Background: an optimization exercise with open tools, aiming at small area, a short achievable clock period and few clock cycles per item. Do not read the settings as production practice. Function was checked by simulation only, so behaviour that the tests miss may differ from the original. No activity file was given, so power comes from the tool's default toggle rates.

## v2
// dot_product_accel
module dot_product_accel (
    input  logic                 clk,
    input  logic                 rst,
    input  logic                 start,
    output logic                 done,
    input  logic signed [31:0]   a0,
    input  logic signed [31:0]   a1,
    input  logic signed [31:0]   a2,
    input  logic signed [31:0]   a3,
    input  logic signed [31:0]   a4,
    input  logic signed [31:0]   a5,
    input  logic signed [31:0]   a6,
    input  logic signed [31:0]   a7,
    input  logic signed [31:0]   b0,
    input  logic signed [31:0]   b1,
    input  logic signed [31:0]   b2,
    input  logic signed [31:0]   b3,
    input  logic signed [31:0]   b4,
    input  logic signed [31:0]   b5,
    input  logic signed [31:0]   b6,
    input  logic signed [31:0]   b7,
    output logic signed [63:0]   result
);
export LEC_CHECK = 0
export CAP_MARGIN = 20
export CORE_MARGIN = 2
export CORE_UTILIZATION = 55
export CTS_BUF_LIST = sky130_fd_sc_hd__clkbuf_4 sky130_fd_sc_hd__clkbuf_8
export CTS_CLUSTER_SIZE = 24
export SLEW_MARGIN = 20
export SYNTH_HIERARCHICAL = 1
create_clock -name core_clock -period 10.5 [get_ports {clk}]
standard.sh (not shown) runs the stock make flow with config.mk's settings and CLKGATE_MAP_FILE= SYNTH_SCRIPT=/design/flow/synth_recipe.tcl, a recipe that flattens the netlist after the stock synthesis.
==> flow/flow/run.sh <==
#!/bin/bash
# Own layout flow: the standard ORFS flow (standard.sh, unchanged
# synthesis), with buf_1 port buffers and timing repair aimed at a tighter
# setup target than the clock period (the margin in flow/setup_margin).
# The constraints are the standard flow's. Each tool's output goes to standard_flow.log
# and ORFS's own logs.
export BUFFER_PORTS_ARGS="-buffer_cell sky130_fd_sc_hd__buf_1"
export SETUP_SLACK_MARGIN=$(cat flow/setup_margin 2>/dev/null || echo 6.5)
bash standard.sh > standard_flow.log 2>&1
==> flow/flow/setup_margin <==
6.5
v2 reached the final stage; the timing, DRC and antenna checks on its layout passed.
Testbench counts of v2, summed over its fixed seeds: cycles 16,000, items 1,600.
> inputs changed (v2 -> v21)
- a change of CORE_UTILIZATION from 55 to 65
==> flow/flow/setup_margin <==
6.0
The portion of the clock cycle consumed by the worst path in the final layout of v21 exceeds that of v2 by 2.6 points.
From v2 to v21 the numbers moved as follows: shortest clock period the worst path allows after layout rose 0.28 ns; number of top-level pins was more or less identical.
Any difference in synthesized netlist net count between v21 and v2 is small enough to ignore.
Synthesis-to-layout area growth: lower on v21
Summary — number of cells on the worst reg-to-reg path, v21 relative to v2: higher, by 1.
Lower number of gates on the worst path with buffers counted goes to v21 over v2.
Sequential share of layout area was lower in the run labelled v2.
Fraction of power spent switching nets (lower): v2
Vias per cell (v2 / v21): 0.940
Maximum level of the CTS H-tree in v21 is 1 lower than in v2
### v21 -> v28
==> flow/flow/run.sh <==
#!/bin/bash
# Own layout flow: the standard ORFS flow (standard.sh, unchanged
# synthesis), with buf_1 port buffers and timing repair aimed at a tighter
# setup target than the clock period. The constraints are the standard flow's.
# Each tool's output goes to standard_flow.log and ORFS's own logs.
export BUFFER_PORTS_ARGS="-buffer_cell sky130_fd_sc_hd__buf_1"
export SETUP_SLACK_MARGIN=${SETUP_MARGIN_OVERRIDE:-6.5}
bash standard.sh > standard_flow.log 2>&1
removed: flow/flow/setup_margin
--- outcome ---
v28 finished all stages; the layout is clean. Cmp v28 vs v21: fraction of met2 tracks used by global routing higher in v28. Summary: with v21 as the reference, routed wire length per instance in v28 moved up slightly. Going from v21 to v28, hold slack went up by 0.0045 ns, total chip power went up 2.6%, global-route usage moved up, routing usage on met1 went down. For the cell depth of the worst flop-to-flop path, v28 came in 1 lower than v21 did. There was hardly any difference in via total after detailed routing between v28 and v21.

Another version of the RTL of dot_product_accel (not shown whole).
Size: ~830 flip-flops, about 580 I/O pins, roughly 50000 um^2 of cells after synthesis.
Settings: LEC_CHECK=0, CAP_MARGIN=20, CORE_MARGIN=2, CORE_UTILIZATION=55, CTS_BUF_LIST=sky130_fd_sc_hd__clkbuf_4 sky130_fd_sc_hd__clkbuf_8, CTS_CLUSTER_SIZE=24, SLEW_MARGIN=20, SYNTH_HIERARCHICAL=1; clock period 10.5 ns.
==> flow/flow/run.sh <==
#!/bin/bash
# Own layout flow: the standard ORFS flow (standard.sh, unchanged
# synthesis), with buf_1 port buffers and timing repair aimed at a tighter
# setup target than the clock period (the margin in flow/setup_margin).
# The constraints are the standard flow's. Each tool's output goes to standard_flow.log
# and ORFS's own logs.
export BUFFER_PORTS_ARGS="-buffer_cell sky130_fd_sc_hd__buf_1"
export SETUP_SLACK_MARGIN=$(cat flow/setup_margin 2>/dev/null || echo 6.5)
bash standard.sh > standard_flow.log 2>&1
Testbench counts at the start, summed over its fixed seeds: cycles 16,000, items 1,600.
Rerun with:
==> flow/flow/setup_margin (new file) <==
7.0
=> Power is higher by 6.6%; setup slack is better by 0.010 ns; final area is higher by 8.9%.

Setup of raven:
Another version of the RTL of dot_product_accel (not shown whole).
Size in the first run: about 4100 cells after synthesis, roughly 730 flip-flops, ~47000 um^2 of cells after synthesis.
clock: 10.5 ns
lec_check: 0
cap_margin: 20
core_margin: 2
core_utilization: 65
cts_buf_list: sky130_fd_sc_hd__clkbuf_4 sky130_fd_sc_hd__clkbuf_8
cts_cluster_size: 24
slew_margin: 20
synth_hierarchical: 1
==> flow/flow/run.sh <==
#!/bin/bash
# Own layout flow: the standard ORFS flow (standard.sh, unchanged
# synthesis), with buf_1 port buffers and timing repair aimed at a tighter
# setup target than the clock period. The constraints are the standard flow's.
# Each tool's output goes to standard_flow.log and ORFS's own logs.
export BUFFER_PORTS_ARGS="-buffer_cell sky130_fd_sc_hd__buf_1"
export SETUP_SLACK_MARGIN=${SETUP_MARGIN_OVERRIDE:-6.5}
bash standard.sh > standard_flow.log 2>&1
raven ended with every stage complete and zero timing, DRC or antenna violations.
Testbench counts of raven, summed over its fixed seeds: cycles 16,000, items 1,600.
Edits applied to the flow inputs when going from raven to tundra:
# raven
export LEC_CHECK = 0
export CAP_MARGIN = 20
export CORE_MARGIN = 2
export CORE_UTILIZATION = 65
export CTS_BUF_LIST = sky130_fd_sc_hd__clkbuf_4 sky130_fd_sc_hd__clkbuf_8
export CTS_CLUSTER_SIZE = 24
export SLEW_MARGIN = 20
export SYNTH_HIERARCHICAL = 1
create_clock -name core_clock -period 10.5 [get_ports {clk}]
# tundra
export LEC_CHECK = 0
export CAP_MARGIN = 20
export CORE_MARGIN = 2
export CORE_UTILIZATION = 65
export SLEW_MARGIN = 20
export SYNTH_HIERARCHICAL = 1
create_clock -name core_clock -period 10.5 [get_ports {clk}]
Comparing the two runs side by side, tundra comes out ahead of raven on hold slack. Between raven and tundra, the met3 demand-to-capacity share in global routing does not differ in any meaningful way. The all-layer global routing usage of tundra is lower than that of raven. Of raven and tundra, the higher signed area change from the synthesized netlist to the final layout belongs to tundra. tundra vs raven: cell area up. Maximum clock frequency went down slightly going from raven to tundra.

what the ideal ports hide:
The flow's constraints put no driver on any port. The routed layouts listed below were extracted and timed again, unchanged, in two steps.
Step 1 sets driving cells, clkbuf_16 on the clock port and buf_2 on the other inputs (assumed; they add their load-dependent delay and slew).
Step 2, shift: input delay + t, output delay - t, t = (earliest + latest rising clock arrival at the registers) / 2. This alone moves slack from input paths to output paths.
Three values: no drivers, after step 1, after step 2; two values: the first two.
run | t, ns | setup WS [ns] | slew at the worst register clock pin (ns) | worst slew at a driven data input, ns
v2 | 0.879 | 6.405 / 6.365 / 5.486 | 0.07 / 0.07 | 0.14
v21 | 0.845 | 6.129 / 6.129 / 5.436 | 0.07 / 0.07 | 0.15
v28 | 0.891 | 6.457 / 6.457 / 5.653 | 0.07 / 0.07 | 0.14
the first run of note 2 | 0.904 | 6.531 / 6.531 / 5.679 | 0.08 / 0.08 | 0.18
the second run of note 2 | 0.887 | 6.542 / 6.542 / 5.720 | 0.07 / 0.07 | 0.20
raven | 0.836 | 6.348 / 6.348 / 5.793 | 0.08 / 0.08 | 0.15
tundra | 0.736 | 6.319 / 6.319 / 6.006 | 0.07 / 0.07 | 0.15
After both steps setup and hold are still met in every run listed. For v2, which loses most, drivers alone change the setup slack by -0.040 ns; drivers and shift together by -0.919 ns.
